Source: an optimization exercise on an open RTL-to-GDS flow (aim: a short achievable clock period and few clock cycles per item). Production flows keep margins and buffers that such runs may drop. At most, simulation tests tie the RTL to the original design; equivalence was not proved. Only the layout flow was run in runs 1 and 4; the RTL was not checked for function there. The clock cells of runs 1 and 3 to 5 come from the design's own scripts or RTL, not from TritonCTS. No driver is modelled on the clock port, so clock power and skew are understated where the tree is cut down; a real chip needs a root buffer or a tree. Power is estimated from default activity; no workload was simulated.

--- flow/design.v ---
`timescale 1ns / 1ns
module uiFDMA_bgen (
    input  wire        clk,
    input  wire        rstn,
    input  wire        start,
    input  wire [31:0] start_addr,
    input  wire [15:0] start_size,
    input  wire        ready,
    output reg         valid,
    output reg  [31:0] addr,
    output reg  [7:0]  len
);
    reg  [31:0] a_q;        
    reg  [21:0] a_inc;      
    reg  [9:0]  nfull;      
    reg         nf_nz;      
    reg         part;       
    reg         full_q;     
    reg  [5:0]  lm1;        
    reg  [1:0]  seq;        
    reg         idle;       
    function [21:0] inc22(input [21:0] v);
        integer i;
        reg     c;
        begin
            c = 1'b1;
            for (i = 0; i < 22; i = i + 1) begin
                inc22[i] = v[i] ^ c;
                c = c & v[i];
            end
        end
    endfunction
    function [9:0] dec10(input [9:0] v);
        integer i;
        reg     c;
        begin
            c = 1'b1;
            for (i = 0; i < 10; i = i + 1) begin
                dec10[i] = v[i] ^ c;
                c = c & ~v[i];
            end
        end
    endfunction
    function [5:0] dec6(input [5:0] v);
        integer i;
        reg     c;
        begin
            c = 1'b1;
            for (i = 0; i < 6; i = i + 1) begin
                dec6[i] = v[i] ^ c;
                c = c & ~v[i];
            end
        end
    endfunction
    wire [5:0]  s_lm1  = dec6(start_size[5:0]);
    wire        s_full = |start_size[15:6];
    wire        seq1   = (seq == 2'd1);
    wire        seq3   = (seq == 2'd3);
    always @(posedge clk) begin
        a_inc <= inc22(a_q[31:10]);
        nf_nz <= |nfull;
        if (!rstn) begin
            a_q    <= 32'd0;
            nfull  <= 10'd0;
            part   <= 1'b0;
            full_q <= 1'b0;
            lm1    <= 6'd0;
            seq    <= 2'd0;
        end else if (start) begin
            a_q    <= start_addr;
            nfull  <= start_size[15:6];
            part   <= |start_size[5:0];
            full_q <= s_full;
            lm1    <= s_lm1;
            seq    <= 2'd0;
        end else if (~idle & ready) begin
            seq    <= 2'd1;
        end else if (seq != 2'd0) begin
            seq    <= seq + 2'd1;
            if (seq1) begin
                a_q[31:10] <= a_inc;
                if (nf_nz) nfull <= dec10(nfull);
                else part <= 1'b0;
            end
            if (seq3) full_q <= nf_nz;
        end
        valid <= rstn & (start | (~idle & ~ready) | (seq3 & (nf_nz | part)));
        idle  <= ~(rstn & (start | (~idle & ~ready) | (seq3 & (nf_nz | part))));
        addr  <= start ? start_addr : {(seq1 ? a_inc : a_q[31:10]), a_q[9:0]};
        len   <= {2'b00, start ? (s_lm1 | {6{s_full}}) : (lm1 | {6{seq3 ? nf_nz : full_q}})};
    end
endmodule
module uiFDMA_dcnt (
    input  wire        clk,
    input  wire        rstn,
    input  wire        load,
    input  wire [15:0] val,
    input  wire        dec,
    output reg         one,      
    output reg         nz        
);
    reg  [5:0] lo;
    reg  [9:0] hi;
    reg        hi_z;             
    reg        hi_1;             
    wire       wrap = (lo == 6'd0);
    function [9:0] dec10(input [9:0] v);
        integer i;
        reg     c;
        begin
            c = 1'b1;
            for (i = 0; i < 10; i = i + 1) begin
                dec10[i] = v[i] ^ c;
                c = c & ~v[i];
            end
        end
    endfunction
    function [5:0] dec6(input [5:0] v);
        integer i;
        reg     c;
        begin
            c = 1'b1;
            for (i = 0; i < 6; i = i + 1) begin
                dec6[i] = v[i] ^ c;
                c = c & ~v[i];
            end
        end
    endfunction
    always @(posedge clk) begin
        if (!rstn) begin
            lo   <= 6'd0;
            hi   <= 10'd0;
            hi_z <= 1'b1;
            one  <= 1'b0;
            nz   <= 1'b0;
        end else if (load) begin
            lo   <= val[5:0];
            hi   <= val[15:6];
            hi_z <= (val[15:6] == 10'd0);
            one  <= (val == 16'd1);
            nz   <= (val != 16'd0);
        end else if (dec) begin
            lo   <= dec6(lo);
            if (wrap) begin
                hi   <= dec10(hi);
                hi_z <= hi_1;
            end
            one  <= hi_z & (lo == 6'd2);
            nz   <= ~one;
        end
        hi_1 <= load ? (val[15:6] == 10'd1) : (hi == 10'd1);
    end
endmodule
module uiFDMA#
(
parameter  integer         M_AXI_ID_WIDTH			= 3		    ,
parameter  integer         M_AXI_ID			        = 0		    ,
parameter  integer         M_AXI_ADDR_WIDTH			= 32		,
parameter  integer         M_AXI_DATA_WIDTH			= 128		,
parameter  integer		  M_AXI_MAX_BURST_LEN       = 64
)
(
input   wire [M_AXI_ADDR_WIDTH-1 : 0]      fdma_waddr          ,
input                                      fdma_wareq          ,
input   wire [15 : 0]                      fdma_wsize          ,
output                                     fdma_wbusy          ,
input   wire [M_AXI_DATA_WIDTH-1 :0]       fdma_wdata		   ,
output  wire                               fdma_wvalid         ,
input	wire                               fdma_wready		   ,
input   wire [M_AXI_ADDR_WIDTH-1 : 0]      fdma_raddr          ,
input                                      fdma_rareq          ,
input   wire [15 : 0]                      fdma_rsize          ,
output                                     fdma_rbusy          ,
output  wire [M_AXI_DATA_WIDTH-1 :0]       fdma_rdata		   ,
output  wire                               fdma_rvalid         ,
input	wire                               fdma_rready		   ,
input 	wire  								M_AXI_ACLK			,
input 	wire  								M_AXI_ARESETN		,
output 	wire [M_AXI_ID_WIDTH-1 : 0]		    M_AXI_AWID			,
output 	wire [M_AXI_ADDR_WIDTH-1 : 0] 	    M_AXI_AWADDR		,
output 	wire [7 : 0]						M_AXI_AWLEN			,
output 	wire [2 : 0] 						M_AXI_AWSIZE		,
output 	wire [1 : 0] 						M_AXI_AWBURST		,
output 	wire  								M_AXI_AWLOCK		,
output 	wire [3 : 0] 						M_AXI_AWCACHE		,
output 	wire [2 : 0] 						M_AXI_AWPROT		,
output 	wire [3 : 0] 						M_AXI_AWQOS			,
output 	wire  								M_AXI_AWVALID		,
input	wire  								M_AXI_AWREADY		,
output  wire [M_AXI_ID_WIDTH-1 : 0] 		M_AXI_WID			,
output  wire [M_AXI_DATA_WIDTH-1 : 0] 	    M_AXI_WDATA			,
output  wire [M_AXI_DATA_WIDTH/8-1 : 0] 	M_AXI_WSTRB			,
output  wire  								M_AXI_WLAST			,
output  wire  								M_AXI_WVALID		,
input   wire  								M_AXI_WREADY		,
input   wire [M_AXI_ID_WIDTH-1 : 0] 		M_AXI_BID			,
input   wire [1 : 0] 						M_AXI_BRESP			,
input   wire  								M_AXI_BVALID		,
output  wire  								M_AXI_BREADY		,
output  wire [M_AXI_ID_WIDTH-1 : 0] 		M_AXI_ARID			,
output  wire [M_AXI_ADDR_WIDTH-1 : 0] 	    M_AXI_ARADDR		,
output  wire [7 : 0] 						M_AXI_ARLEN			,
output  wire [2 : 0] 						M_AXI_ARSIZE		,
output  wire [1 : 0] 						M_AXI_ARBURST		,
output  wire  								M_AXI_ARLOCK		,
output  wire [3 : 0] 						M_AXI_ARCACHE		,
output  wire [2 : 0] 						M_AXI_ARPROT		,
output  wire [3 : 0] 						M_AXI_ARQOS			,
output  wire  								M_AXI_ARVALID		,
input   wire  								M_AXI_ARREADY		,
input   wire [M_AXI_ID_WIDTH-1 : 0] 		M_AXI_RID			,
input   wire [M_AXI_DATA_WIDTH-1 : 0] 	    M_AXI_RDATA			,
input   wire [1 : 0] 						M_AXI_RRESP			,
input   wire  								M_AXI_RLAST			,
input   wire  								M_AXI_RVALID		,
output  wire  								M_AXI_RREADY
	);
wire clk  = M_AXI_ACLK;
wire rstn = M_AXI_ARESETN;
assign M_AXI_AWID    = M_AXI_ID;
assign M_AXI_AWSIZE  = 3'd4;
assign M_AXI_AWBURST = 2'b01;
assign M_AXI_AWLOCK  = 1'b0;
assign M_AXI_AWCACHE = 4'b0010;
assign M_AXI_AWPROT  = 3'h0;
assign M_AXI_AWQOS   = 4'h0;
assign M_AXI_WID     = M_AXI_ID;
assign M_AXI_WSTRB   = {(M_AXI_DATA_WIDTH/8){1'b1}};
assign M_AXI_BREADY  = 1'b1;
assign M_AXI_ARID    = M_AXI_ID;
assign M_AXI_ARSIZE  = 3'd4;
assign M_AXI_ARBURST = 2'b01;
assign M_AXI_ARLOCK  = 1'b0;
assign M_AXI_ARCACHE = 4'b0010;
assign M_AXI_ARPROT  = 3'h0;
assign M_AXI_ARQOS   = 4'h0;
reg  wbusy;                       
reg  widle;                       
wire wstart = fdma_wareq & widle;
assign fdma_wbusy = wbusy;
uiFDMA_bgen aw_gen (
    .clk(clk), .rstn(rstn), .start(wstart), .start_addr(fdma_waddr),
    .start_size(fdma_wsize), .ready(M_AXI_AWREADY),
    .valid(M_AXI_AWVALID), .addr(M_AXI_AWADDR), .len(M_AXI_AWLEN));
reg         w_more;              
reg         w_take0;             
reg         w_take0_n;           
reg  [5:0]  u_idx;
wire        u_one, u_nz;
assign fdma_wvalid = ~(w_take0_n | ~fdma_wready);
wire tk   = fdma_wready & w_take0;
reg  u_i63;                        
function [5:0] inc6(input [5:0] v);
    integer i;
    reg     c;
    begin
        c = 1'b1;
        for (i = 0; i < 6; i = i + 1) begin
            inc6[i] = v[i] ^ c;
            c = c & v[i];
        end
    end
endfunction
wire u_lb = u_one | u_i63;
uiFDMA_dcnt u_cnt (
    .clk(clk), .rstn(rstn), .load(wstart), .val(fdma_wsize), .dec(tk),
    .one(u_one), .nz(u_nz));
reg          wh_v;                
reg          wh_e;                
reg          w1_v, w2_v;          
reg  [129:0] wh_i;                
reg  [128:0] wh_d;                
reg  [129:0] w1_i, w2_i;          
wire         w_hs = ~wh_e & M_AXI_WREADY;
wire [129:0] w_new = {u_one, u_lb, fdma_wdata};
wire         wh_ld = wh_e | M_AXI_WREADY;           
wire [129:0] wh_nx = w1_v ? w1_i : w_new;
assign M_AXI_WVALID = wh_v;
assign M_AXI_WLAST  = wh_d[128];
assign M_AXI_WDATA  = wh_d[127:0];
wire w_n0 = wh_e;
wire w_n1 = ~wh_e & ~w1_v;
wire w_n2 = w1_v & ~w2_v;
wire w_n3 = w2_v;
wire w_up = tk & ~w_hs;
wire w_dn = w_hs & ~tk;
wire w_c1 = (w_n0 & w_up) | (w_n1 & ~w_up & ~w_dn) | (w_n2 & w_dn);
wire w_c2 = (w_n1 & w_up) | (w_n2 & ~w_up & ~w_dn) | (w_n3 & w_dn);
wire w_c3 = (w_n2 & w_up) | (w_n3 & ~w_dn);
wire w_more_nx = rstn & (wstart | (tk ? ~u_one : u_nz));
always @(posedge clk) begin
    wbusy   <= rstn & (wstart | (~widle & ~(w_hs & wh_i[129])));
    widle   <= ~(rstn & (wstart | (~widle & ~(w_hs & wh_i[129]))));
    w_more  <= w_more_nx;
    w_take0 <= w_more_nx & ~(rstn & w_c3);
    w_take0_n <= ~(w_more_nx & ~(rstn & w_c3));
    wh_v    <= rstn & (w_c1 | w_c2 | w_c3);
    wh_e    <= ~(rstn & (w_c1 | w_c2 | w_c3));
    w1_v    <= rstn & (w_c2 | w_c3);
    w2_v    <= rstn & w_c3;
    if (!rstn) wh_i <= 130'd0;
    else if (wh_ld) wh_i <= wh_nx;
    wh_d <= wh_ld ? wh_nx[128:0] : wh_i[128:0];
    if (wh_ld) w1_i <= w2_v ? w2_i : w_new;
    else if (~w1_v) w1_i <= w_new;
    if (wh_ld | ~w2_v) w2_i <= w_new;
    if (wstart) u_idx <= 6'd0;
    else if (tk) u_idx <= inc6(u_idx);
    u_i63 <= ~wstart & (tk ? (u_idx == 6'd62) : u_i63);
end
reg  rbusy;                       
reg  ridle;                       
wire rstart = fdma_rareq & ridle;
assign fdma_rbusy = rbusy;
uiFDMA_bgen ar_gen (
    .clk(clk), .rstn(rstn), .start(rstart), .start_addr(fdma_raddr),
    .start_size(fdma_rsize), .ready(M_AXI_ARREADY),
    .valid(M_AXI_ARVALID), .addr(M_AXI_ARADDR), .len(M_AXI_ARLEN));
reg          rh_v;                
reg          rh_e;                
reg          rs_e;                
reg          r_full;              
reg  [127:0] rh_i;
reg  [127:0] rh_d;                
reg  [127:0] rs_i;                
wire         rready = ~(r_full & ~fdma_rready);
wire         r_hs = M_AXI_RVALID & rready;
wire         dlv = fdma_rready & rh_v;
wire         rh_ld = ~rh_v | fdma_rready;           
wire [127:0] rh_nx = rs_e ? M_AXI_RDATA : rs_i;
wire         d_one, d_nz;
assign M_AXI_RREADY = rready;
assign fdma_rvalid  = ~(rh_e | ~fdma_rready);
assign fdma_rdata   = rh_d;
uiFDMA_dcnt d_cnt (
    .clk(clk), .rstn(rstn), .load(rstart), .val(fdma_rsize), .dec(dlv),
    .one(d_one), .nz(d_nz));
wire r_c1 = (~rs_e & dlv & ~r_hs) | (rh_v & rs_e & (r_hs ~^ dlv)) | (~rh_v & r_hs);
wire r_c2 = (~rs_e & (r_hs | ~dlv)) | (rh_v & rs_e & r_hs & ~dlv);
always @(posedge clk) begin
    rbusy <= rstn & (rstart | (~ridle & ~(dlv & d_one)));
    ridle <= ~(rstn & (rstart | (~ridle & ~(dlv & d_one))));
    rh_v  <= rstn & (r_c1 | r_c2);
    rh_e  <= ~(rstn & (r_c1 | r_c2));
    rs_e  <= ~(rstn & r_c2);
    r_full <= rstn & r_c2;
    if (!rstn) rh_i <= 128'd0;
    else if (rh_ld) rh_i <= rh_nx;
    rh_d <= rh_ld ? rh_nx : rh_i;
    if (rs_e | rh_ld) rs_i <= M_AXI_RDATA;
end
endmodule
--- flow/flow/run.sh ---
#!/bin/bash
# The standard ORFS layout (the standard.sh) with two changes to how the
# layout is made:
#  - buffer_ports inserts plain buf_4 port buffers instead of the library's
#    smallest buffer (a delay cell);
#  - the clock tree is built by flow/my_cts.tcl (sourced as ORFS's PRE_CTS_TCL
#    hook, it stands in for TritonCTS): a balanced two-stage tree of clkbuf_16
#    buffers, MY_CTS_ROOTS roots fed by the clock port, each driving leaf
#    buffers that serve compact groups of at most MY_CTS_LEAF flip-flops.
# Everything else (synthesis, floorplan, power grid, placement, timing repair,
# routing) is the standard flow. The make log goes to standard_flow.log and
# each ORFS step keeps its own log under orfs/logs.
set -euo pipefail
here=$(pwd)
export PRE_CTS_TCL="$here/flow/my_cts.tcl"
export MY_CTS_LEAF=26
export MY_CTS_ROOTS=4
bash standard.sh "BUFFER_PORTS_ARGS=-buffer_cell sky130_fd_sc_hd__buf_4" \
    "PRE_CTS_TCL=$here/flow/my_cts.tcl" finish > standard_flow.log 2>&1
--- flow/flow/my_cts.tcl ---
# Clock tree built here instead of TritonCTS: the flip-flops are split into
# compact groups of at most about MY_CTS_LEAF sinks by recursive bisection of
# their placement; each group gets one clkbuf_16 at its centre, and the group
# buffers are driven by MY_CTS_ROOTS clkbuf_16 root buffers, each at the centre
# of the group buffers it drives, fed by the clock port. Every flip-flop sees
# the same two buffer stages.

proc my_cts_split {pts k} {
  if {$k <= 1} { return [list $pts] }
  set xs {}; set ys {}
  foreach p $pts { lappend xs [lindex $p 0]; lappend ys [lindex $p 1] }
  set xs [lsort -integer $xs]; set ys [lsort -integer $ys]
  set dx [expr {[lindex $xs end] - [lindex $xs 0]}]
  set dy [expr {[lindex $ys end] - [lindex $ys 0]}]
  set idx [expr {$dx >= $dy ? 0 : 1}]
  set s [lsort -integer -index $idx $pts]
  set k1 [expr {$k / 2}]
  set k2 [expr {$k - $k1}]
  set n [llength $s]
  set n1 [expr {int(round(double($n) * $k1 / $k))}]
  set a [lrange $s 0 [expr {$n1 - 1}]]
  set b [lrange $s $n1 end]
  return [concat [my_cts_split $a $k1] [my_cts_split $b $k2]]
}

proc my_cts_centre {pts} {
  set sx 0.0; set sy 0.0
  foreach p $pts { set sx [expr {$sx + [lindex $p 0]}]; set sy [expr {$sy + [lindex $p 1]}] }
  set n [llength $pts]
  return [list [expr {int($sx / $n)}] [expr {int($sy / $n)}]]
}

proc my_cts_place {inst xy} {
  set block [ord::get_db_block]
  set core [$block getCoreArea]
  set m [$inst getMaster]
  set w [$m getWidth]; set h [$m getHeight]
  set x [expr {[lindex $xy 0] - $w / 2}]
  set y [expr {[lindex $xy 1] - $h / 2}]
  set x [expr {max([$core xMin], min($x, [$core xMax] - $w))}]
  set y [expr {max([$core yMin], min($y, [$core yMax] - $h))}]
  $inst setLocation $x $y
  $inst setPlacementStatus PLACED
}

proc my_cts_build {} {
  set leaf_max [expr {[info exists ::env(MY_CTS_LEAF)] ? $::env(MY_CTS_LEAF) : 50}]
  set nroots [expr {[info exists ::env(MY_CTS_ROOTS)] ? $::env(MY_CTS_ROOTS) : 2}]
  set db [ord::get_db]
  set block [ord::get_db_block]
  set master [$db findMaster sky130_fd_sc_hd__clkbuf_16]
  set clk [$block findNet M_AXI_ACLK]
  set pts {}
  foreach it [$clk getITerms] {
    set inst [$it getInst]
    set b [$inst getBBox]
    lappend pts [list [expr {([$b xMin] + [$b xMax]) / 2}] [expr {([$b yMin] + [$b yMax]) / 2}] $it]
  }
  set n [llength $pts]
  set k [expr {($n + $leaf_max - 1) / $leaf_max}]
  set groups [my_cts_split $pts $k]
  puts "my_cts: $n sinks in [llength $groups] groups, $nroots root buffers"
  set leaves {}
  set i 0
  foreach g $groups {
    set inst [odb::dbInst_create $block $master "clkbuf_leaf_$i"]
    set net [odb::dbNet_create $block "clknet_leaf_$i"]
    $net setSigType CLOCK
    foreach p $g {
      set it [lindex $p 2]
      $it disconnect
      $it connect $net
    }
    [$inst findITerm X] connect $net
    set c [my_cts_centre $g]
    my_cts_place $inst $c
    lappend leaves [list [lindex $c 0] [lindex $c 1] [$inst findITerm A]]
    incr i
  }
  set rgroups [my_cts_split $leaves $nroots]
  set j 0
  foreach g $rgroups {
    set inst [odb::dbInst_create $block $master "clkbuf_root_$j"]
    set net [odb::dbNet_create $block "clknet_root_$j"]
    $net setSigType CLOCK
    foreach p $g { [lindex $p 2] connect $net }
    [$inst findITerm X] connect $net
    [$inst findITerm A] connect $clk
    my_cts_place $inst [my_cts_centre $g]
    incr j
  }
  $clk setSigType CLOCK
  global_connect
}

rename clock_tree_synthesis tritoncts_clock_tree_synthesis
proc clock_tree_synthesis {args} {
  my_cts_build
}
--- flow/standard.sh ---
#!/bin/bash
# synth_recipe.tcl (not shown) runs the flow's synth.tcl, then flattens the netlist and writes it again
# the make line also repeats each setting of config.mk as NAME=value (left out here)
make -C /OpenROAD-flow-scripts/flow DESIGN_CONFIG=/design/flow/config.mk WORK_HOME=/design/flow/orfs CLKGATE_MAP_FILE= SYNTH_SCRIPT=/design/flow/synth_recipe.tcl "${@:-finish}"
--- flow/config.mk ---
export PLATFORM = sky130hd
export DESIGN_NAME = uiFDMA
export DESIGN_NICKNAME = uiFDMA
export VERILOG_FILES = /design/flow/design.v
export SDC_FILE = /design/flow/constraint.sdc
export NUM_CORES = 4
export LEC_CHECK = 0
export ABC_CLOCK_PERIOD_IN_PS = 1500
export CAP_MARGIN = 20
export CORE_AREA = 10 10 290 290
export DIE_AREA = 0 0 300 300
export SETUP_SLACK_MARGIN = 1.75
export SLEW_MARGIN = 20
--- flow/constraint.sdc ---
create_clock -name core_clock -period 3.3 [get_ports {M_AXI_ACLK}]
set_input_delay 0.6600 -clock core_clock [delete_from_list [all_inputs] [get_ports {M_AXI_ACLK}]]
set_output_delay 0.6600 -clock core_clock [all_outputs]
set_load 0.01 [all_outputs]
==> results.txt, run 1 <==
- Of the total synthesized cell area, the portion taken by full adders, half adders and majority gates is 0.0309.
- The number of global-route vias before repair was 29100.
- The relative area change from synthesis to final layout is 33.8%.
- On the final layout, the worst clock skew is 0.0420 ns.
- The main flop type after synthesis is dfxtp_1.
- The mapped netlist covers 42100 um2.
- VDD sags by at most 0.000584 V.
- Of the total synthesized cell area, the portion taken by AND, OR, NAND and NOR gates is 0.134.
- The effective utilization at floorplan is 0.542.
- Of the cells placed in the final design, the portion with a size suffix greater than 1 is 0.318.
- Data on the critical path is required at its endpoint by 3.65 ns.
- The final weighted congestion in routability-driven placement is 0.816.
- The final non-filler cell area is 56300 um2.
- The portion of synthesized cell area occupied by the leading cell type is 0.445.
- The cell taking the most area after synthesis is dfxtp_1.
- The biggest fanout along the worst timing path is 2.
- For this run, the total global-route usage over all layers was measured as 0.262.
- After the last flow step, the layout net total stands at 5048.
- The flip-flop and latch count after synthesis is 1193.
- The end of the worst register-to-register path is aw_gen.a_inc[21].
- The number of core rows is 102.
- The cell area reported after detailed placement is 49800 um2.
- The reported max-cap violation count is 0.
- The worst register-to-register path begins at aw_gen.a_q[10].
- Across all layers, the routed design uses 30200 vias.
- Fill cells in the final layout number 5513.
- The number of detailed-routing iterations run before antenna repair is 5.
- After the first detailed-routing iteration, the DRC count stood at 2152.
- The flow ran to the end, but the layout failed its checks.
- The number of hold violations in the final report is 0.
- Of the total synthesized cell area, the portion taken by XOR and XNOR cells is 0.00354.
- The share of the Yosys chip area taken by registers is 0.629.
- The transition time at the pin with the least slew margin is 0.640 ns.
- The remaining design rule violation count is 0.
- The wire-length estimate of the detail-placed layout is 80.1 mm.
- The depth of the most critical reg-to-reg path is 21.
- The via density per instance is 5.36.
- The number of enable-type register cells in the synthesized netlist is 258.
- The worst pin sits at a relative slew slack of 0.573.
- 779 I/O pins were placed.
- STA classifies the critical path endpoint as a flip-flop.
- The detailed-route wire length per cell is 23.7 um.
- The compound-cell area share of the yosys netlist is 0.0845.
- The floorplan step set the die width to 300 um.
- The count of buffers inserted at the top-level ports is 702.
- Measured against the total synthesized area, the mux share comes to 0.0755.
- The aggregate routed wire length is 134 mm.
- In this run, distinct cell masters in the synthesized netlist total 56.
- Static timing analysis puts the maximum clock frequency at 275 MHz.
- For this design the static power due to leakage is 23.2 nW.
- Entering global routing, the biggest net connects 129 pins.
- The category of the worst setup path launch point is a flip-flop.
- At the worst endpoint, the arrival time is 4.00 ns.
- The routed design could run at a clock period as short as 3.64 ns.
- The leading cell type in the layout, fill and taps excluded is dfxtp_1.
- The remaining antenna violation count is 0.
- The clock-pin slew on the worst setup and hold paths is 0.10 ns.
- The floorplan step defined a core boundary enclosing 77600 um2.
- The async set-or-reset flop fraction in the synthesized netlist is 0.
- Yosys printed 3 warnings.
- The launch point of the worst path is aw_gen.a_q[10].
- The worst-skew pair later-pin latency is 0.46 ns.
- Synthesis produced a netlist whose cell count is 3833.
- The area enclosed by the die boundary is 90000 um2.
- Leaving out fill and tap cells, the most frequent cells in the layout are dfxtp_1 (903), buf_4 (748), nand2_1 (400).
- In this run the register-to-register setup slack is -0.34 ns.
- The number of antenna violations at the first check in global routing came to 36.
- The tightest min-delay check is of the primary input to flip-flop type.
- The die is 300 um tall.
- In this run the worst setup path terminates at aw_gen.a_inc[21].
- The design draws 27.4 mW.
- The final-report setup violation count is 6.
- After routing, the total negative slack on setup checks comes to -1.41 ns.
- The critical path start-end classification is flip-flop to flip-flop.
- The post-route fraction of the period consumed by the critical path is 1.10.
- A synthesized cell averages 11.0 um2.
- The count of final max-slew check failures was 0.
- The main combinational cell family by area after synthesis is simple AND/OR/NAND/NOR gates.
- Yosys attributes the largest share of cell area to dfxtp_1 (45%), edfxtp_1 (18%), mux2i_1 (7.3%).
- Setup repair after global routing could not meet its margin everywhere.
- The first-pass GRT wire length is 184 mm.
- The layout checks failed on negative setup slack.
- Power spread over the standard cell area amounts to 486 nW/um2.
- The total congestion overflow after global routing is 0.
- In the post-route analysis, the smallest setup slack over all paths is -0.343 ns.
[kinds of logic after synthesis]
logic type,after synthesis
buf+inv,380
fa+ha+maj,104
mux,316
other cells,2
simple gates,1206
compound gates,615
xor+xnor,17
flops,1193
[power by group]
group / leakage, nW / total, mW / switching [mW] / internal (mW)
clock: 0.616 / 6.98 / 4.26 / 2.73
sequential: 10.5 / 16.5 / 0.533 / 16.0
combinational: 12.1 / 3.90 / 1.95 / 1.95
[stage by stage]
step | utilization | hold WS, ns | setup WS (ns) | cells
after global placement | 0.642 | 0.401 | -0.343 | 5384
after CTS | 0.694 | 0.426 | -0.349 | 5543
after global routing | 0.725 | 0.356 | -0.434 | 5631
after detailed placement | 0.642 | 0.404 | -0.358 | 5384
after floorplan | - | 0.393 | -0.271 | 3895
final | 0.726 | 0.384 | -0.343 | 5635
[critical path, stage by stage, from the launching register on]
cell and delay, ns:
dfxtp_2 0.35, ha_4 0.16, ha_4 0.15, ha_4 0.15, ha_4 0.16, ha_4 0.15
ha_4 0.16, ha_4 0.15, ha_4 0.15, ha_4 0.15, ha_4 0.15, ha_4 0.15
ha_4 0.15, ha_4 0.15, ha_4 0.15, ha_4 0.15, ha_4 0.15, ha_4 0.15
ha_4 0.15, ha_4 0.15, ha_4 0.14, xor2_1 0.13
[final cells by class]
cell class | count | area [um2] | share of cell area
multi-input cells | 2330 | 17500 | 0.310
well taps | 1040 | 1300 | 0.0231
flip-flops and latches | 1193 | 26500 | 0.471
inverters | 76 | 328 | 0.00582
diodes | 27 | 67.6 | 0.00120
repair buffers | 919 | 9370 | 0.166
plain buffers | 50 | 1250 | 0.0222
[how the worst min path moves through the flow]
| stage | startpoint | to | slack, ns | cells after the start |
|---|---|---|---|---|
| 2_1_floorplan | ar_gen.a_q[10] | ar_gen.a_inc[0] | 0.39 | 1 |
| 3_3_place_gp | aw_gen.a_q[10] | aw_gen.a_inc[0] | 0.40 | 1 |
| 3_5_place_dp | aw_gen.a_q[10] | aw_gen.a_inc[0] | 0.40 | 1 |
| 4_1_cts | ar_gen.a_q[8] | ar_gen.addr[8] | 0.43 | 2 |
| 5_1_grt | M_AXI_RDATA[59] | rs_i[59] | 0.36 | 1 |
| 6_report | M_AXI_RDATA[122] | rs_i[122] | 0.38 | 1 |
[state kept, by name (all words and copies together) (netlist names), 128 cells and up]
signal / count
w1_i: 130
w2_i: 130
wh_i: 130
wh_d: 129
rh_d: 128
rh_i: 128
rs_i: 128
[per-layer routing]
metal  up-vias  wire length, um  global-route usage
met2       886            68400               0.466
met4        18             4160              0.0739
met1     14700            52100               0.314
met5         -              120                   0
met3       194             8940              0.0589
li1      14400                -                   -
[cells in the mapped netlist (all sizes together) (4+ instances only)]
| cell type | instances |
|---|---|
| nand4b | 18 |
| xor2 | 7 |
| nand2b | 13 |
| edfxtp | 258 |
| nand2 | 462 |
| and4 | 4 |
| a21boi | 53 |
| nor2b | 11 |
| o21ai | 351 |
| buf | 148 |
| and3 | 4 |
| mux2 | 10 |
| o211ai | 24 |
| mux2i | 306 |
| and2 | 292 |
| o22ai | 131 |
| nor3 | 9 |
| nand3 | 93 |
| o21a | 5 |
| ha | 104 |
| inv | 76 |
| a21oi | 25 |
| dfxtp | 935 |
| nor4 | 12 |
| clkbuf | 156 |
| a211oi | 4 |
| nor2 | 275 |
| xnor2 | 10 |
| nand4 | 5 |
[timing repair]
action,in CTS,in global routing
pin swaps,83,104
gates resized for setup,305,341
setup buffers,55,33
gates cloned,54,32
hold buffers,0,0
endpoints found under the setup margin,1179,1433
==> run 2, diff against run 1 <==
--- a/flow/design.v
+++ b/flow/design.v
@@ -19,45 +19,12 @@
     reg  [5:0]  lm1;        
     reg  [1:0]  seq;        
     reg         idle;       
-    function [21:0] inc22(input [21:0] v);
-        integer i;
-        reg     c;
-        begin
-            c = 1'b1;
-            for (i = 0; i < 22; i = i + 1) begin
-                inc22[i] = v[i] ^ c;
-                c = c & v[i];
-            end
-        end
-    endfunction
-    function [9:0] dec10(input [9:0] v);
-        integer i;
-        reg     c;
-        begin
-            c = 1'b1;
-            for (i = 0; i < 10; i = i + 1) begin
-                dec10[i] = v[i] ^ c;
-                c = c & ~v[i];
-            end
-        end
-    endfunction
-    function [5:0] dec6(input [5:0] v);
-        integer i;
-        reg     c;
-        begin
-            c = 1'b1;
-            for (i = 0; i < 6; i = i + 1) begin
-                dec6[i] = v[i] ^ c;
-                c = c & ~v[i];
-            end
-        end
-    endfunction
-    wire [5:0]  s_lm1  = dec6(start_size[5:0]);
+    wire [5:0]  s_lm1  = ~(~start_size[5:0] + 6'd1);    
     wire        s_full = |start_size[15:6];
     wire        seq1   = (seq == 2'd1);
     wire        seq3   = (seq == 2'd3);
     always @(posedge clk) begin
-        a_inc <= inc22(a_q[31:10]);
+        a_inc <= a_q[31:10] + 22'd1;
         nf_nz <= |nfull;
         if (!rstn) begin
             a_q    <= 32'd0;
@@ -79,7 +46,7 @@
             seq    <= seq + 2'd1;
             if (seq1) begin
                 a_q[31:10] <= a_inc;
-                if (nf_nz) nfull <= dec10(nfull);
+                if (nf_nz) nfull <= ~(~nfull + 10'd1);      
                 else part <= 1'b0;
             end
             if (seq3) full_q <= nf_nz;
@@ -104,28 +71,6 @@
     reg        hi_z;             
     reg        hi_1;             
     wire       wrap = (lo == 6'd0);
-    function [9:0] dec10(input [9:0] v);
-        integer i;
-        reg     c;
-        begin
-            c = 1'b1;
-            for (i = 0; i < 10; i = i + 1) begin
-                dec10[i] = v[i] ^ c;
-                c = c & ~v[i];
-            end
-        end
-    endfunction
-    function [5:0] dec6(input [5:0] v);
-        integer i;
-        reg     c;
-        begin
-            c = 1'b1;
-            for (i = 0; i < 6; i = i + 1) begin
-                dec6[i] = v[i] ^ c;
-                c = c & ~v[i];
-            end
-        end
-    endfunction
     always @(posedge clk) begin
         if (!rstn) begin
             lo   <= 6'd0;
@@ -140,9 +85,9 @@
             one  <= (val == 16'd1);
             nz   <= (val != 16'd0);
         end else if (dec) begin
-            lo   <= dec6(lo);
+            lo   <= ~(~lo + 6'd1);                      
             if (wrap) begin
-                hi   <= dec10(hi);
+                hi   <= ~(~hi + 10'd1);                  
                 hi_z <= hi_1;
             end
             one  <= hi_z & (lo == 6'd2);
@@ -250,17 +195,6 @@
 assign fdma_wvalid = ~(w_take0_n | ~fdma_wready);
 wire tk   = fdma_wready & w_take0;
 reg  u_i63;                        
-function [5:0] inc6(input [5:0] v);
-    integer i;
-    reg     c;
-    begin
-        c = 1'b1;
-        for (i = 0; i < 6; i = i + 1) begin
-            inc6[i] = v[i] ^ c;
-            c = c & v[i];
-        end
-    end
-endfunction
 wire u_lb = u_one | u_i63;
 uiFDMA_dcnt u_cnt (
     .clk(clk), .rstn(rstn), .load(wstart), .val(fdma_wsize), .dec(tk),
@@ -305,7 +239,7 @@
     else if (~w1_v) w1_i <= w_new;
     if (wh_ld | ~w2_v) w2_i <= w_new;
     if (wstart) u_idx <= 6'd0;
-    else if (tk) u_idx <= inc6(u_idx);
+    else if (tk) u_idx <= u_idx + 6'd1;
     u_i63 <= ~wstart & (tk ? (u_idx == 6'd62) : u_i63);
 end
 reg  rbusy;                       
@@ -324,7 +258,7 @@
 reg  [127:0] rh_d;                
 reg  [127:0] rs_i;                
 wire         rready = ~(r_full & ~fdma_rready);
-wire         r_hs = M_AXI_RVALID & rready;
+wire         r_hs = M_AXI_RVALID & (rs_e | fdma_rready);    
 wire         dlv = fdma_rready & rh_v;
 wire         rh_ld = ~rh_v | fdma_rready;           
 wire [127:0] rh_nx = rs_e ? M_AXI_RDATA : rs_i;
==> flow/flow/run.sh (replaced) <==
#!/bin/bash
# The standard ORFS layout (the standard.sh) with four changes to how the
# layout is made:
#  - buffer_ports inserts plain buf_4 port buffers instead of the library's
#    smallest buffer (a delay cell);
#  - the clock tree is built by flow/my_cts.tcl (sourced as ORFS's PRE_CTS_TCL
#    hook, it stands in for TritonCTS): a balanced two-stage tree of clkbuf_16
#    buffers, MY_CTS_ROOTS roots fed by the clock port, each driving leaf
#    buffers that serve compact groups of at most MY_CTS_LEAF flip-flops;
#  - flow/io.tcl (ORFS's PRE_IO_PLACEMENT_TCL hook) asks the pin placer to keep
#    the pins of each port-to-port path next to each other, and before the
#    clock tree flow/fanout_fix.tcl keeps the net from each such input port's
#    buffer to the gate of its output port free of further buffers.
# Everything else (synthesis, floorplan, power grid, placement, timing repair,
# routing) is the standard flow. The make log goes to standard_flow.log and
# each ORFS step keeps its own log under orfs/logs.
set -euo pipefail
here=$(pwd)
export PRE_CTS_TCL="$here/flow/my_cts.tcl"
export PRE_IO_PLACEMENT_TCL="$here/flow/io.tcl"
export MY_CTS_LEAF=24
export MY_CTS_ROOTS=4
bash standard.sh "BUFFER_PORTS_ARGS=-buffer_cell sky130_fd_sc_hd__buf_4" \
    "PRE_CTS_TCL=$here/flow/my_cts.tcl" "PRE_IO_PLACEMENT_TCL=$here/flow/io.tcl" \
    finish > standard_flow.log 2>&1
==> flow/flow/fanout_fix.tcl (new file) <==
# For each combinational port-to-port path, connect the gate that drives the
# output port's buffer straight to the input port's buffer, bypassing the
# buffer tree that placement built for the input's other loads, and keep that
# net as it is (dont_touch) so that later timing repair does not insert a
# buffer into it again.

proc my_ff_driver {net} {
  foreach it [$net getITerms] {
    if {[$it isOutputSignal]} { return $it }
  }
  return ""
}

proc my_ff_is_buf {inst} {
  set m [[$inst getMaster] getName]
  return [regexp {^sky130_fd_sc_hd__(buf|clkbuf)_[0-9]+$} $m]
}

# Does net n carry the signal of net root through buffers only?
proc my_ff_reaches {root n} {
  for {set d 0} {$d < 8} {incr d} {
    if {$n eq $root} { return 1 }
    set drv [my_ff_driver $n]
    if {$drv eq ""} { return 0 }
    set inst [$drv getInst]
    if {![my_ff_is_buf $inst]} { return 0 }
    set n [[$inst findITerm A] getNet]
    if {$n eq "NULL" || $n eq ""} { return 0 }
  }
  return 0
}

proc my_fanout_fix {in_port out_ports} {
  set block [ord::get_db_block]
  set pnet [$block findNet $in_port]
  if {$pnet eq "NULL"} { puts "fanout_fix: no net $in_port"; return }
  set ib ""
  foreach it [$pnet getITerms] {
    if {[$it isInputSignal] && [my_ff_is_buf [$it getInst]]} { set ib [$it getInst] }
  }
  if {$ib eq ""} { puts "fanout_fix: no input buffer on $in_port"; return }
  set root [[$ib findITerm X] getNet]
  foreach op $out_ports {
    set onet [$block findNet $op]
    set drv [my_ff_driver $onet]
    if {$drv eq ""} { continue }
    set ob [$drv getInst]
    if {![my_ff_is_buf $ob]} { continue }
    set gnet [[$ob findITerm A] getNet]
    set gdrv [my_ff_driver $gnet]
    if {$gdrv eq ""} { continue }
    set g [$gdrv getInst]
    foreach git [$g getITerms] {
      if {![$git isInputSignal]} { continue }
      set n [$git getNet]
      if {$n eq "NULL" || $n eq ""} { continue }
      if {$n ne $root && [my_ff_reaches $root $n]} {
        puts "fanout_fix: [$g getName]/[[$git getMTerm] getName] moved from [$n getName] to [$root getName] ($in_port -> $op)"
        $git disconnect
        $git connect $root
      }
    }
  }
  $root setDoNotTouch 1
}

my_fanout_fix fdma_rready {fdma_rvalid M_AXI_RREADY}
my_fanout_fix fdma_wready {fdma_wvalid}
==> flow/flow/io.tcl (new file) <==
# Keep the pins of each combinational port-to-port path together on the die
# edge, so that these paths need no long wires.
set_io_pin_constraint -group -order -pin_names {fdma_rvalid fdma_rready M_AXI_RREADY}
set_io_pin_constraint -group -order -pin_names {fdma_wvalid fdma_wready}
--- a/flow/flow/my_cts.tcl
+++ b/flow/flow/my_cts.tcl
@@ -93,6 +93,8 @@
   global_connect
 }
 
+source [file join [file dirname [info script]] fanout_fix.tcl]
+
 rename clock_tree_synthesis tritoncts_clock_tree_synthesis
 proc clock_tree_synthesis {args} {
   my_cts_build
--- a/flow/config.mk
+++ b/flow/config.mk
@@ -9,5 +9,5 @@
 export CAP_MARGIN = 20
 export CORE_AREA = 10 10 290 290
 export DIE_AREA = 0 0 300 300
-export SETUP_SLACK_MARGIN = 1.75
+export SETUP_SLACK_MARGIN = 1.6
 export SLEW_MARGIN = 20
==> run 2 against run 1 <==
- synthesized area decreased by 0.69%
- synthesized cell count up 0.81%
- the flow now stops in clock tree synthesis
==> results.txt, run 2 <==
- During placement, the flow inserted port buffers numbering 702.
- For this run, the leading register cell type out of synthesis is dfxtp_1.
- The count of yosys warnings during synthesis is 3.
- The average instance in the mapped netlist occupies 10.8 um2.
- Detailed placement ended at an HPWL of 79.6 mm.
- The number of ports placed on the die boundary is 779.
- The mapped netlist covers 41800 um2.
- The largest total area in the synthesized netlist belongs to dfxtp_1.
- The cell area reported after detailed placement is 48100 um2.
- Yosys attributes the largest share of cell area to dfxtp_1 (45%), edfxtp_1 (19%), mux2i_1 (7.4%).
- Once placement completed, the tool counted placed cells totaling 5411.
- The die is 300 um wide.
- The effective utilization at floorplan is 0.538.
- Ranked by instance count, the synthesized netlist is headed by dfxtp_1 (935), nand2_1 (462), o21ai_1 (316).
- The tool reported: "[ERROR ODB-0373] Attempt to connect iterm to dont_touch net net230".
- The run stopped with a tool error.
- The floorplan has 102 rows.
- The cell count after synthesis came out at 3864.
- The share of synthesized area in the top cell type comes to 0.448.
- Yosys mapped the design onto 65 distinct sky130hd cell types.
- The final weighted congestion in routability-driven placement is 0.817.
- After synthesis the netlist holds a flip-flop and latch count of 1193.
- For this run, asynchronously set or reset flops after synthesis account for 0.
- The floorplan die height is 300 um.
- Prior to clock tree synthesis, the placed netlist has a worst setup slack of 0.945 ns.
- The sequential cell area fraction in the yosys report is 0.634.
- The stage where the flow stopped is clock tree synthesis.
- In the post-synthesis netlist, the cell with the most instances is dfxtp_1.
- The number of enable-type register cells in the synthesized netlist is 258.
-- run 2: worst max-delay path by stage --
| stage | startpoint | to | slack [ns] | cells after the start |
|---|---|---|---|---|
| detailed placement | fdma_wareq | aw_gen.a_q[19] | 0.95 | 5 |
| global placement | fdma_wareq | aw_gen.a_q[21] | 0.97 | 5 |
| floorplan | fdma_rready | rs_i[0] | 0.72 | 5 |
-- run 2: cells by family after synthesis --
| family | Yosys count | share of synthesized area |
|---|---|---|
| simple gates | 1267 | 0.144 |
| flops | 1193 | 0.634 |
| compound gates | 642 | 0.0833 |
| buf+inv | 335 | 0.0380 |
| mux | 316 | 0.0759 |
| xor+xnor | 86 | 0.0180 |
| fa+ha+maj | 23 | 0.00689 |
| other cells | 2 | 0.000180 |
-- run 2: power groups by stage --
stage                     Clock [mW]  Combinational (mW)  Sequential (mW)
after detailed placement           0                3.34             16.8
after global placement             0                3.30             16.8
after floorplan                    0                1.56             16.9
Testbench counts of run 2, summed over its fixed seeds: cycles 60,518, beats 98,576.
==> run 3, diff against run 2 <==
==> flow/flow/run.sh (replaced) <==
#!/bin/bash
# The standard ORFS layout (the standard.sh) with these changes to how the
# layout is made:
#  - buffer_ports inserts plain buf_4 port buffers instead of the library's
#    smallest buffer (a delay cell);
#  - flow/io.tcl (ORFS's PRE_IO_PLACEMENT_TCL hook) asks the pin placer to keep
#    the pins of each port-to-port path next to each other;
#  - the clock tree is built by flow/my_cts.tcl (ORFS's PRE_CTS_TCL hook, it
#    stands in for TritonCTS): a balanced two-stage tree of clkbuf_16
#    buffers, MY_CTS_ROOTS roots fed by the clock port, each driving leaf
#    buffers that serve compact groups of at most MY_CTS_LEAF flip-flops;
#  - after the last timing repair, flow/fanout_fix.tcl (ORFS's
#    POST_GLOBAL_ROUTE_TCL hook) connects the gate of each port-to-port path
#    straight to its input port's buffer and reroutes those pins.
# Everything else (synthesis, floorplan, power grid, placement, timing repair,
# routing) is the standard flow. The make log goes to standard_flow.log and
# each ORFS step keeps its own log under orfs/logs.
set -euo pipefail
here=$(pwd)
export PRE_IO_PLACEMENT_TCL="$here/flow/io.tcl"
export PRE_CTS_TCL="$here/flow/my_cts.tcl"
export POST_GLOBAL_ROUTE_TCL="$here/flow/fanout_fix.tcl"
export MY_CTS_LEAF=24
export MY_CTS_ROOTS=4
bash standard.sh "BUFFER_PORTS_ARGS=-buffer_cell sky130_fd_sc_hd__buf_4" \
    "PRE_IO_PLACEMENT_TCL=$here/flow/io.tcl" "PRE_CTS_TCL=$here/flow/my_cts.tcl" \
    "POST_GLOBAL_ROUTE_TCL=$here/flow/fanout_fix.tcl" \
    finish > standard_flow.log 2>&1
--- a/flow/flow/fanout_fix.tcl
+++ b/flow/flow/fanout_fix.tcl
@@ -1,8 +1,8 @@
 # For each combinational port-to-port path, connect the gate that drives the
 # output port's buffer straight to the input port's buffer, bypassing the
-# buffer tree that placement built for the input's other loads, and keep that
-# net as it is (dont_touch) so that later timing repair does not insert a
-# buffer into it again.
+# buffer tree that timing repair built for the input's other loads. Sourced as
+# ORFS's POST_GLOBAL_ROUTE_TCL hook, after the last timing repair: the moved
+# pins are rerouted incrementally, and buffers left without loads removed.
 
 proc my_ff_driver {net} {
   foreach it [$net getITerms] {
@@ -58,11 +58,32 @@
         puts "fanout_fix: [$g getName]/[[$git getMTerm] getName] moved from [$n getName] to [$root getName] ($in_port -> $op)"
         $git disconnect
         $git connect $root
+        my_ff_prune $n
       }
     }
   }
-  $root setDoNotTouch 1
 }
 
+# Remove buffers (and their nets) whose output drives nothing any more.
+proc my_ff_prune {net} {
+  for {set d 0} {$d < 8} {incr d} {
+    set loads 0
+    foreach it [$net getITerms] { if {[$it isInputSignal]} { incr loads } }
+    if {$loads > 0 || [llength [$net getBTerms]] > 0} { return }
+    set drv [my_ff_driver $net]
+    if {$drv eq ""} { return }
+    set inst [$drv getInst]
+    if {![my_ff_is_buf $inst]} { return }
+    set up [[$inst findITerm A] getNet]
+    puts "fanout_fix: removed [$inst getName] and [$net getName]"
+    odb::dbInst_destroy $inst
+    odb::dbNet_destroy $net
+    if {$up eq "NULL" || $up eq ""} { return }
+    set net $up
+  }
+}
+
+global_route -start_incremental
 my_fanout_fix fdma_rready {fdma_rvalid M_AXI_RREADY}
 my_fanout_fix fdma_wready {fdma_wvalid}
+global_route -end_incremental
--- a/flow/flow/my_cts.tcl
+++ b/flow/flow/my_cts.tcl
@@ -93,8 +93,6 @@
   global_connect
 }
 
-source [file join [file dirname [info script]] fanout_fix.tcl]
-
 rename clock_tree_synthesis tritoncts_clock_tree_synthesis
 proc clock_tree_synthesis {args} {
   my_cts_build
==> run 3 against run 2 <==
- the run now finishes clean
- synthesized cell count unchanged
- synthesized area unchanged
==> results.txt, run 3 <==
- The total congestion overflow after global routing is 0.
- Of the total synthesized cell area, the portion taken by XOR and XNOR cells is 0.0180.
- Counting distinct cell types in the post-synthesis netlist gives 65.
- The flip-flop and latch area is 26500 um2.
- The compound-cell area share of the yosys netlist is 0.0833.
- After the last flow step, the layout net total stands at 5227.
- The biggest fanout along the worst timing path is 3.
- Counting the fill cells in the layout gives 4909.
- The detailed-route wire length per cell is 25.8 um.
- In this run the power spent charging and discharging nets is 7.46 mW.
- The share of synthesized area in the top cell type comes to 0.448.
- The data required time at the worst endpoint is 3.69 ns.
- After clock tree synthesis, the flow added hold-fix buffers numbering 0.
- The sequential cell area fraction in the yosys report is 0.634.
- In the layout the commonest cells are dfxtp_1 (914), buf_4 (787), mux2i_1 (310).
- The synthesized design contains 1193 register bits.
- The combinational group share of total power is 0.174.
- Summing all non-filler instances in the final layout gives an area of 60300 um2.
- The cell taking the most area after synthesis is dfxtp_1.
- The detailed router placed 32900 vias in this run.
- The effective utilization at floorplan is 0.538.
- The floorplan step defined a core boundary enclosing 77600 um2.
- In this run the register-to-register setup slack is 1.54 ns.
- The floorplan die height is 300 um.
- The highest cell delay on the worst timing path is 0.38 ns.
- The cell area reported after detailed placement is 48100 um2.
- The number of buffers and inverters on the critical path is 1.
- The smallest clock period supported by the final layout is computed as 1.76 ns.
- The first global-routing pass estimated 218 mm of wire.
- Setup violations remaining at the end of the flow were counted as 0.
- The endpoint identified for the worst register-to-register timing path is ar_gen.nfull[6].
- In this run the critical register-to-register path is launched from ar_gen.nfull[0].
- The count of final max-slew check failures is 0.
- The classification of the worst-slack hold path is primary input to flip-flop.
- The worst-skew pair later-pin latency is 0.47 ns.
- The critical path runs through a total of 6 cells.
- In the post-synthesis netlist, the cell with the most instances is dfxtp_1.
- The type of destination of the critical path is a flip-flop.
- In the synthesized netlist the async set-or-reset flop fraction comes to 0.
- The count of yosys warnings during synthesis is 3.
- The post-route fraction of the period consumed by the critical path is 0.532.
- The layout cell share with drive strength beyond 1 is 0.376.
- The total power after layout is 29.0 mW.
- The number of antenna violations at the first check in global routing was 53.
- Across the run, the number of max-cap violations was 0.
- Entering global routing, the biggest net connects 66 pins.
- By count the netlist is led by dfxtp_1 (935), nand2_1 (462), o21ai_1 (316).
- Derived from the worst setup path, the maximum achievable clock frequency is 569 MHz.
- In the routed design, unresolved DRC markers number 0.
- Synthesis produced 3864 cells.
- The share of total power dissipated in the clock network is 0.252.
- Buffers placed on the I/O ports in this run total 702.
- The critical path start-end classification is flip-flop to flip-flop.
- The post-CTS setup buffer count is 209.
- Of the total synthesized cell area, the portion taken by AND, OR, NAND and NOR gates is 0.144.
- The run finished with no timing, DRC or antenna violations.
- The internal power component is 21.5 mW.
- For this design the ratio of total power to cell area is 481 nW/um2.
- Leaving out fill and tap cells, the most frequent cell in the layout is dfxtp_1.
- For this design the static power due to leakage is 26.3 nW.
- Of the total power, the share spent switching nets is 0.257.
- The most used flip-flop cell after synthesis is dfxtp_1.
- After clock tree synthesis, the repair step resized 1004 gates.
- The final weighted congestion in routability-driven placement is 0.817.
- Walking the worst path, the cells encountered are inv_2 -> ha_4 -> or3b_4 -> or3_4 -> or3_1 -> a31oi_1.
- The number of core rows is 102.
- The multi-input gate area in the final layout is 17300 um2.
- VDD sags by at most 0.000588 V.
- Counting flops with a built-in enable in the synthesized netlist gives 258.
- By area, the combinational part of the netlist is dominated by simple AND/OR/NAND/NOR gates.
- In the post-synthesis netlist, the biggest area contributors are dfxtp_1 (45%), edfxtp_1 (19%), mux2i_1 (7.4%).
- In this run the remaining antenna-violating nets after routing total 0.
- The mapped netlist covers 41800 um2.
- The cell family with the largest share of critical-path delay is simple AND/OR/NAND/NOR gates.
- The die covers 90000 um2.
- The post-DP HPWL is 79.6 mm.
- The part of the total power dissipated in sequential elements is 0.573.
- The largest registers in the layout are w1_i (130), w2_i (130), wh_i (130).
- The critical path ends at ar_gen.nfull[6].
- Relative to the synthesized area, the layout overhead comes to 44.3%.
- The mean cell area of the mapped netlist is 10.8 um2.
- The number of global-route vias before repair came to 32600.
- After clock tree synthesis, the clock-pin slew on the worst setup and hold paths is 0.10 ns.
- After synthesis, the share of cell area in mux cells is 0.0759.
- Measured along the x axis, the die boundary spans 300 um.
- The setup TNS is 0 ns.
- The number of hold violations in the final report is 0.
- The most critical setup path has its startpoint at ar_gen.nfull[0].
- 779 I/O pins were placed.
- The first routing iteration left 2448 violations.
- For this run, the total global-route usage over all layers was measured as 0.319.
- In the routed layout, each cell is associated on average with a via count of 5.56.
- Measured against its own limit, the worst slew margin works out to 0.645.
- The slowest stage of the critical path belongs to the cell or3b_4.
- The depth of the most critical reg-to-reg path is 6.
- The arithmetic-cell share of the synthesized area counting full adders, half adders and majority gates is 0.00689.
- The number of detailed-routing iterations run before antenna repair is 5.
- The transition time at the pin with the least slew margin is 0.527 ns.
- The category of the worst setup path launch point is a flip-flop.
- The worst clock skew on the final layout is 0.0281 ns.
- After detailed routing, the total wire length is 152 mm.
- The data arrival time of the critical path is 2.14 ns.
## run 3: cell counts after synthesis
No cell type changed its count.
## run 3: metrics by stage
| step | std cells | utilization | hold slack [ns] | setup slack (ns) |
|---|---|---|---|---|
| floorplan | 3926 | - | 0.394 | 0.719 |
| global placement | 5411 | 0.620 | 0.413 | 0.972 |
| detailed placement | 5411 | 0.620 | 0.415 | 0.945 |
| CTS | 5825 | 0.766 | 0.416 | 1.28 |
| finish | 5909 | 0.777 | 0.373 | 1.54 |
## run 3: cells by family (layout without fill, tap and decap cells)
family                     Yosys count  after routing
muxes                              316            316
AOI/OAI and AO/OA                  642            643
DFF                               1193           1193
adders and majority gates           23             23
and+or+nand+nor                   1267           1276
xor gates and xnor gates            86             86
buffers and inverters              335           1227
other                                2            105
## run 3: layout make-up
type | count | area share
Inverter | 37 | 0.00253
Timing Repair Buffer | 1136 | 0.224
Antenna cell | 41 | 0.00170
Buffer | 54 | 0.0224
Tap cell | 1040 | 0.0216
Sequential cell | 1193 | 0.440
Multi-Input combinational cell | 2408 | 0.288
## run 3: metal layers
metal	global-route usage	up-vias	wire length [um]
met4	0.158	26	8090
met2	0.529	1327	73800
met1	0.390	16000	58000
met3	0.0703	347	12200
li1	-	15100	-
met5	0	-	192
## run 3: worst min-delay path by stage
stage | from | slack [ns] | end | depth (start not counted)
floorplan | ar_gen.a_q[10] | 0.39 | ar_gen.a_inc[0] | 1
global placement | ar_gen.a_q[10] | 0.41 | ar_gen.a_inc[0] | 1
detailed placement | ar_gen.a_q[10] | 0.42 | ar_gen.a_inc[0] | 1
CTS | ar_gen.a_q[10] | 0.42 | ar_gen.a_inc[0] | 1
finish | M_AXI_RDATA[122] | 0.37 | rs_i[122] | 1
## run 3: power groups by stage
stage | registers [mW] | clock network, mW | logic (mW)
after detailed placement | 16.8 | 0 | 3.34
after CTS | 16.9 | 5.52 | 4.86
after global placement | 16.8 | 0 | 3.30
final | 16.6 | 7.32 | 5.05
after floorplan | 16.9 | 0 | 1.56
==> run 4, diff against run 3 <==
--- a/flow/design.v
+++ b/flow/design.v
@@ -13,18 +13,20 @@
     reg  [31:0] a_q;        
     reg  [21:0] a_inc;      
     reg  [9:0]  nfull;      
+    reg  [9:0]  nf_m1;      
     reg         nf_nz;      
     reg         part;       
     reg         full_q;     
     reg  [5:0]  lm1;        
     reg  [1:0]  seq;        
     reg         idle;       
-    wire [5:0]  s_lm1  = ~(~start_size[5:0] + 6'd1);    
+    wire [5:0]  s_lm1  = start_size[5:0] - 6'd1;
     wire        s_full = |start_size[15:6];
     wire        seq1   = (seq == 2'd1);
     wire        seq3   = (seq == 2'd3);
     always @(posedge clk) begin
         a_inc <= a_q[31:10] + 22'd1;
+        nf_m1 <= nfull - 10'd1;
         nf_nz <= |nfull;
         if (!rstn) begin
             a_q    <= 32'd0;
@@ -46,7 +48,7 @@
             seq    <= seq + 2'd1;
             if (seq1) begin
                 a_q[31:10] <= a_inc;
-                if (nf_nz) nfull <= ~(~nfull + 10'd1);      
+                if (nf_nz) nfull <= nf_m1;
                 else part <= 1'b0;
             end
             if (seq3) full_q <= nf_nz;
@@ -70,6 +72,7 @@
     reg  [9:0] hi;
     reg        hi_z;             
     reg        hi_1;             
+    reg  [9:0] hi_m1;            
     wire       wrap = (lo == 6'd0);
     always @(posedge clk) begin
         if (!rstn) begin
@@ -85,15 +88,16 @@
             one  <= (val == 16'd1);
             nz   <= (val != 16'd0);
         end else if (dec) begin
-            lo   <= ~(~lo + 6'd1);                      
+            lo   <= lo - 6'd1;
             if (wrap) begin
-                hi   <= ~(~hi + 10'd1);                  
+                hi   <= hi_m1;
                 hi_z <= hi_1;
             end
             one  <= hi_z & (lo == 6'd2);
             nz   <= ~one;
         end
         hi_1 <= load ? (val[15:6] == 10'd1) : (hi == 10'd1);
+        hi_m1 <= load ? val[15:6] - 10'd1 : hi - 10'd1;
     end
 endmodule
 module uiFDMA#
==> run 4 against run 3 <==
- critical path type unchanged
- critical endpoint is now w1_i[5]
- first-iteration DRC count grew 41%
- maximum frequency shrank 5.7%
- die area is the same
- routed wire length grew 16%
- setup slack lost 0.11 ns
- critical path depth grew 2
- register-to-register slack lost 0.11 ns
- hold slack lost 0.012 ns
- combinational power grew 9.3%
- still clean
- clock skew shrank 0.0053 ns
- sequential share of layout area shrank 1.3 points
==> results.txt, run 4 <==
- The run finished with no timing, DRC or antenna violations.
- The worst path in the final design needs a cycle of 1.86 ns, including I/O delays and setup.
- The cell area reported after detailed placement is 49900 um2.
- The flip-flop and latch count after synthesis is 1233.
- The leading cell type in the layout, fill and taps excluded is dfxtp_1.
- In this run the power density over the cells is 479 nW/um2.
- The detailed-route wire length per cell is 28.8 um.
- The number of detailed-routing iterations run before antenna repair is 6.
- The via density per instance is 5.92.
- The worst clock skew on the final layout is 0.0228 ns.
- The sequential cell area fraction in the yosys report is 0.630.
- The total overflow left after global routing is 0.
- Max-cap violations in this run came to 0.
- The largest registers in the layout are w1_i (130), w2_i (130), wh_i (130).
- STA classifies the critical path startpoint as a flip-flop.
- At the worst endpoint, the required time is 3.70 ns.
- For this configuration, the core starts out at a cell density of 0.558.
- For the worst-skew pair, the clock arrives at the later sink with an insertion delay of 0.49 ns.
- The setup TNS is 0 ns.
- Row generation in the floorplan step produced 102 rows.
- The remaining design rule violation count is 0.
- The number of enable-type register cells in the synthesized netlist is 258.
- The critical path start-end classification is flip-flop to flip-flop.
- Across every metal layer, demand over resource in global routing totals 0.350.
- Compared with the post-synthesis result, the final layout area differs by 47.5%.
- After clock tree synthesis, the flow added hold-fix buffers numbering 0.
- Along the worst path, the maximum fanout reaches 8.
- The commonest cells after synthesis are dfxtp_1 (975), nand2_1 (518), o21ai_0 (342).
- With fillers left out, the area of the finished cells amounts to 63900 um2.
- The library cells used most frequently in the layout, excluding fill and tap cells, are dfxtp_1 (965), buf_4 (793), mux2i_1 (330).
- In the post-synthesis netlist, the cell with the most instances is dfxtp_1.
- The number of ports placed on the die boundary is 779.
- In the finished design, the share of the clock period the worst path needs comes to 0.564.
- The aggregate routed wire length is 177 mm.
- Entering global routing, the biggest net connects 69 pins.
- The post-CTS setup buffer count is 240.
- Ranked by total cell area, the synthesized netlist is headed by dfxtp_1 (45%), edfxtp_1 (18%), mux2i_1 (7.7%).
- The final weighted congestion in routability-driven placement is 0.804.
- After synthesis, the share of flip-flops with an asynchronous set or reset is 0.
- The core box area is 77600 um2.
- The clock-pin slew on the worst setup and hold paths is 0.10 ns.
- The number of antenna violations at the first check in global routing came to 52.
- For this design the static power due to leakage is 28.2 nW.
- Of the cells placed in the final design, the portion with a size suffix greater than 1 is 0.409.
- STA puts the critical path data arrival time at 2.26 ns.
- The cell area that synthesis handed to floorplanning was 43300 um2.
- At the pin with the least slew margin, the transition time is 0.582 ns.
- The total number of vias is 36300.
- Of the post-synthesis cell area, the dominant cell type holds 0.451.
- For this block, the initial DRC count from the detailed router was 3462.
- After legalization and detailed placement, the total HPWL measured 79.5 mm.
- Counting every instance in the synthesized netlist gives 4031.
- In this run the worst hold path is classified as primary input to flip-flop.
- The first-pass GRT wire length is 239 mm.
- The highest achievable clock rate is 537 MHz.
- The post-CTS resize count is 1353.
- Each instance of the synthesized netlist takes up on average 10.7 um2.
- The die is 300 um wide.
- The number of hold violations in the final report is 0.
- For this run, the post-layout net count is 5452.
- During synthesis, Yosys emitted a total of 3 warnings.
- The number of global-route vias before repair is 35400.
- The die covers 90000 um2.
- The final-report setup violation count is 0.
- The relative slew slack is 0.610.
- The worst supply voltage drop on vdd is 0.000436 V.
- In this run the vertical extent of the chip is 300 um.
- The remaining antenna violation count is 0.
- The count of buffers inserted at the top-level ports is 702.
- The number of distinct library cell variants in the gate-level netlist after synthesis is 59.
- The worst setup path is captured at a flip-flop.
- The count of final max-slew check failures came to 0.
- In the synthesized netlist the dominant register cell turns out to be dfxtp_1.
- The cell taking the most area after synthesis is dfxtp_1.
run 4: cell types whose count changed after synthesis, moves of 19 or more:
cell / delta
o21ai_0: +303
o21ai_1: -314
nand2_1: +56
nor2_1: +19
dfxtp_1: +40
mux2i_1: +22
run 4: logic make-up after synthesis:
| logic type | synth area share |
|---|---|
| AO/OA/AOI/OAI | 0.0834 |
| XOR/XNOR | 0.0218 |
| adder cells (fa/ha/maj) | 0.00954 |
| buffers and inverters | 0.0381 |
| flip-flops | 0.630 |
| multiplexers | 0.0773 |
| other | 0.000173 |
| AND/OR/NAND/NOR | 0.140 |
run 4: power breakdown:
part / internal [mW] / switching (mW)
combinational: 2.75 / 2.77
clock: 3.03 / 4.68
sequential: 16.6 / 0.724
run 4: cell type report:
cell class                 instances  area, um2
inverter                          44        181
tap                             1040       1300
antenna                           43        108
buffer                            56       1400
timing repair buffer            1182      14300
fill                            4228      13700
sequential                      1233      27300
multi-input combinational       2528      19300
run 4: worst max-delay path, stage by stage, from the launching register on:
cell     delay [ns]
dfxtp_4        0.39
or3b_4         0.52
nand2_8        0.14
buf_8          0.12
buf_6          0.10
buf_12         0.09
buf_16         0.14
nor2_1         0.07
nor2_1         0.19
run 4: stage by stage:
step	total power [mW]	std cells	hold WS [ns]	util	worst slack, ns
3_3_place_gp	20.9	5570	0.420	0.644	0.870
6_report	30.6	6126	0.361	0.823	1.44
4_1_cts	28.5	6042	0.425	0.802	1.11
2_1_floorplan	19.2	4093	0.403	-	0.933
3_5_place_dp	21.0	5570	0.432	0.644	0.854
run 4: final timing paths:
path | from | to | slack, ns | cells past startpoint
min | M_AXI_RDATA[16] | rs_i[16] | 0.36 | 1
max | wh_e | w1_i[5] | 1.44 | 8
max reg2reg | wh_e | w1_i[5] | 1.44 | 8
min reg2reg | rh_i[24] | rh_d[24] | 0.44 | 2
run 4: per-layer routing:
layer | up-vias | part of all wire | global-route usage
met5 | - | 0.00090 | 0
met4 | 24 | 0.078 | 0.206
met1 | 17600 | 0.35 | 0.416
met3 | 700 | 0.11 | 0.0908
li1 | 15700 | - | -
met2 | 2181 | 0.46 | 0.570
==> run 5, diff against run 4 <==
--- a/flow/design.v
+++ b/flow/design.v
@@ -206,6 +206,7 @@
 reg          wh_v;                
 reg          wh_e;                
 reg          w1_v, w2_v;          
+reg          w1_ld0, w1_sh0, w2_ld0;  
 reg  [129:0] wh_i;                
 reg  [128:0] wh_d;                
 reg  [129:0] w1_i, w2_i;          
@@ -239,9 +240,11 @@
     if (!rstn) wh_i <= 130'd0;
     else if (wh_ld) wh_i <= wh_nx;
     wh_d <= wh_ld ? wh_nx[128:0] : wh_i[128:0];
-    if (wh_ld) w1_i <= w2_v ? w2_i : w_new;
-    else if (~w1_v) w1_i <= w_new;
-    if (wh_ld | ~w2_v) w2_i <= w_new;
+    if (w1_ld0 | M_AXI_WREADY) w1_i <= (w1_sh0 | (M_AXI_WREADY & w2_v)) ? w2_i : w_new;
+    if (w2_ld0 | M_AXI_WREADY) w2_i <= w_new;
+    w1_ld0 <= ~(rstn & (w_c1 | w_c2 | w_c3)) | ~(rstn & (w_c2 | w_c3));    
+    w1_sh0 <= ~(rstn & (w_c1 | w_c2 | w_c3)) & (rstn & w_c3);               
+    w2_ld0 <= ~(rstn & (w_c1 | w_c2 | w_c3)) | ~(rstn & w_c3);              
     if (wstart) u_idx <= 6'd0;
     else if (tk) u_idx <= u_idx + 6'd1;
     u_i63 <= ~wstart & (tk ? (u_idx == 6'd62) : u_i63);
==> run 5 against run 4 <==
- clock power shrank 2.9%
- setup slack better by 0.13 ns
- sequential power is essentially flat
- global-route usage shrank 4.7 points
- hold slack gained 0.027 ns
- synthesized area grew 2.0%
- first-iteration DRC count is 37% lower
==> results.txt, run 5 <==
- The die covers 90000 um2.
- For this run, the top clock speed supported by timing is 577 MHz.
- In this run the most critical hold path is launched from M_AXI_RDATA[72].
- The transition time at the pin with the least slew margin is 0.513 ns.
- In the routed layout, each cell is associated on average with a via count of 5.54.
- The data required time at the worst endpoint is 2.64 ns.
- The first-pass GRT wire length is 210 mm.
- The mean cell area of the mapped netlist is 11.8 um2.
- The share of the Yosys chip area taken by registers is 0.648.
- The part of the total power dissipated in the clock network is 0.248.
- Subtracting the final worst setup slack from the clock period gives 1.73 ns.
- The worst setup path is captured at an output pin.
- The setup TNS is 0 ns.
- The switching share of power is 0.251.
- The layout cell share with drive strength beyond 1 is 0.359.
- The tool flagged a number of max-cap violations equal to 0.
- The total congestion overflow after global routing is 0.
- Headroom to the max-slew limit came out at 0.658.
- The synthesized netlist contains 55 unique library cells.
- After detailed routing, the number of remaining DRC violations is 0.
- The main flop type after synthesis is dfxtp_1.
- The floorplan step defined a core boundary enclosing 77600 um2.
- The cell taking the most area after synthesis is dfxtp_1.
- The number of global-route vias before repair came to 31900.
- Sorting the synthesized cells by how often they occur yields dfxtp_1 (848), nand2_1 (535), edfxtp_1 (388).
- Of all nets on the critical path, the largest fanout is 1.
- The final-layout fill cell count is 5063.
- Counting flops and latches in the post-synthesis netlist gives 1236.
- The effective utilization at floorplan is 0.569.
- The post-route fraction of the period consumed by the critical path is 0.525.
- The number of ports placed on the die boundary is 779.
- Buffers added to address setup during post-CTS repair amount to 165.
- The launch point of the worst path is w_take0_n.
- The slowest stage of the critical path belongs to the cell dfxtp_2.
- For this design the total switching power over the nets is 7.59 mW.
- The worst-skew pair later-pin latency is 0.46 ns.
- Grouping stages by cell kind, the critical path spends the most delay in flip-flops.
- The pre-antenna-repair detailed-routing pass consisted of 5 iterations.
- The post-CTS resize count is 1076.
- The run finished with no timing, DRC or antenna violations.
- The number of hold violations in the final report is 0.
- In this run, post-CTS hold repair placed 0 buffers.
- The starting DRC count in detailed routing is 2164.
- The detailed-route wire length per cell is 25.0 um.
- The count of nets left with antenna violations once routing finished came out at 0.
- The post-place setup slack is 0.807 ns.
- The aggregate routed wire length is 143 mm.
- The count of buffers inserted at the top-level ports is 702.
- The detailed router placed 31600 vias in this run.
## run 5: area by class of cell
class,count,area (um2),area share
inverters,46,216,0.00363
plain buffers,56,1400,0.0235
repair buffers,1021,11300,0.189
multi-input cells,2274,16600,0.279
well taps,1040,1300,0.0218
diodes,39,97.6,0.00164
flip-flops and latches,1236,28700,0.481
## run 5: per-stage QoR
| step | std cells | util | total power, mW | hold slack [ns] | cell area, um2 |
|---|---|---|---|---|---|
| floorplan | 3818 | - | 19.6 | 0.402 | 44700 |
| detailed placement | 5334 | 0.649 | 21.5 | 0.428 | 50300 |
| global placement | 5334 | 0.649 | 21.4 | 0.421 | 50300 |
| CTS | 5667 | 0.765 | 28.7 | 0.425 | 59300 |
| finish | 5712 | 0.768 | 30.2 | 0.387 | 59600 |
## run 5: final timing paths
| path | endpoint | cells after the start |
|---|---|---|
| min reg2reg | wh_d[10] | 2 |
| max reg2reg | d_cnt.hi_m1[8] | 4 |
| min | rs_i[72] | 1 |
| max | fdma_wvalid | 2 |
## run 5: per-layer routing
| metal | GRT usage | wire length (um) | vias to the layer above | share of wire |
|---|---|---|---|---|
| met5 | 0 | 72 | - | 0.00050 |
| met4 | 0.131 | 6430 | 12 | 0.045 |
| met3 | 0.0593 | 9770 | 236 | 0.068 |
| met2 | 0.509 | 70200 | 1059 | 0.49 |
| met1 | 0.377 | 56500 | 15700 | 0.40 |
| li1 | - | - | 14600 | - |
## run 5: power groups by stage
stage	registers, mW	logic, mW	clock network (mW)
2_1_floorplan	17.9	1.76	0
3_3_place_gp	17.8	3.59	0
3_5_place_dp	17.8	3.64	0
4_1_cts	17.9	5.10	5.72
6_report	17.6	5.17	7.49
## run 5: worst register-to-register path: cells and delay by family (launching register included)
| kind | cells | cell delay (ns) |
|---|---|---|
| simple gates | 2 | 1.03 |
| xor+xnor | 1 | 0.15 |
| flops | 1 | 0.34 |
| mux | 1 | 0.08 |
## run 5: cells by family after synthesis
family / after synthesis / share of synthesized area
AO/OA/AOI/OAI: 529 / 0.0636
XOR/XNOR: 109 / 0.0216
adder cells (fa/ha/maj): 35 / 0.00992
buffers and inverters: 319 / 0.0343
flip-flops: 1236 / 0.648
multiplexers: 453 / 0.106
other: 2 / 0.000170
AND/OR/NAND/NOR: 1072 / 0.116
Testbench counts of run 5, summed over its fixed seeds: cycles 60,518, beats 98,576.

Check on run 5: ideal ports give 1.568 ns setup slack; a clkbuf_16 on the clock port and buf_2 on the inputs give 1.427 ns; moving port delays by the midpoint clock arrival (0.591 ns) as well gives 1.141 ns.
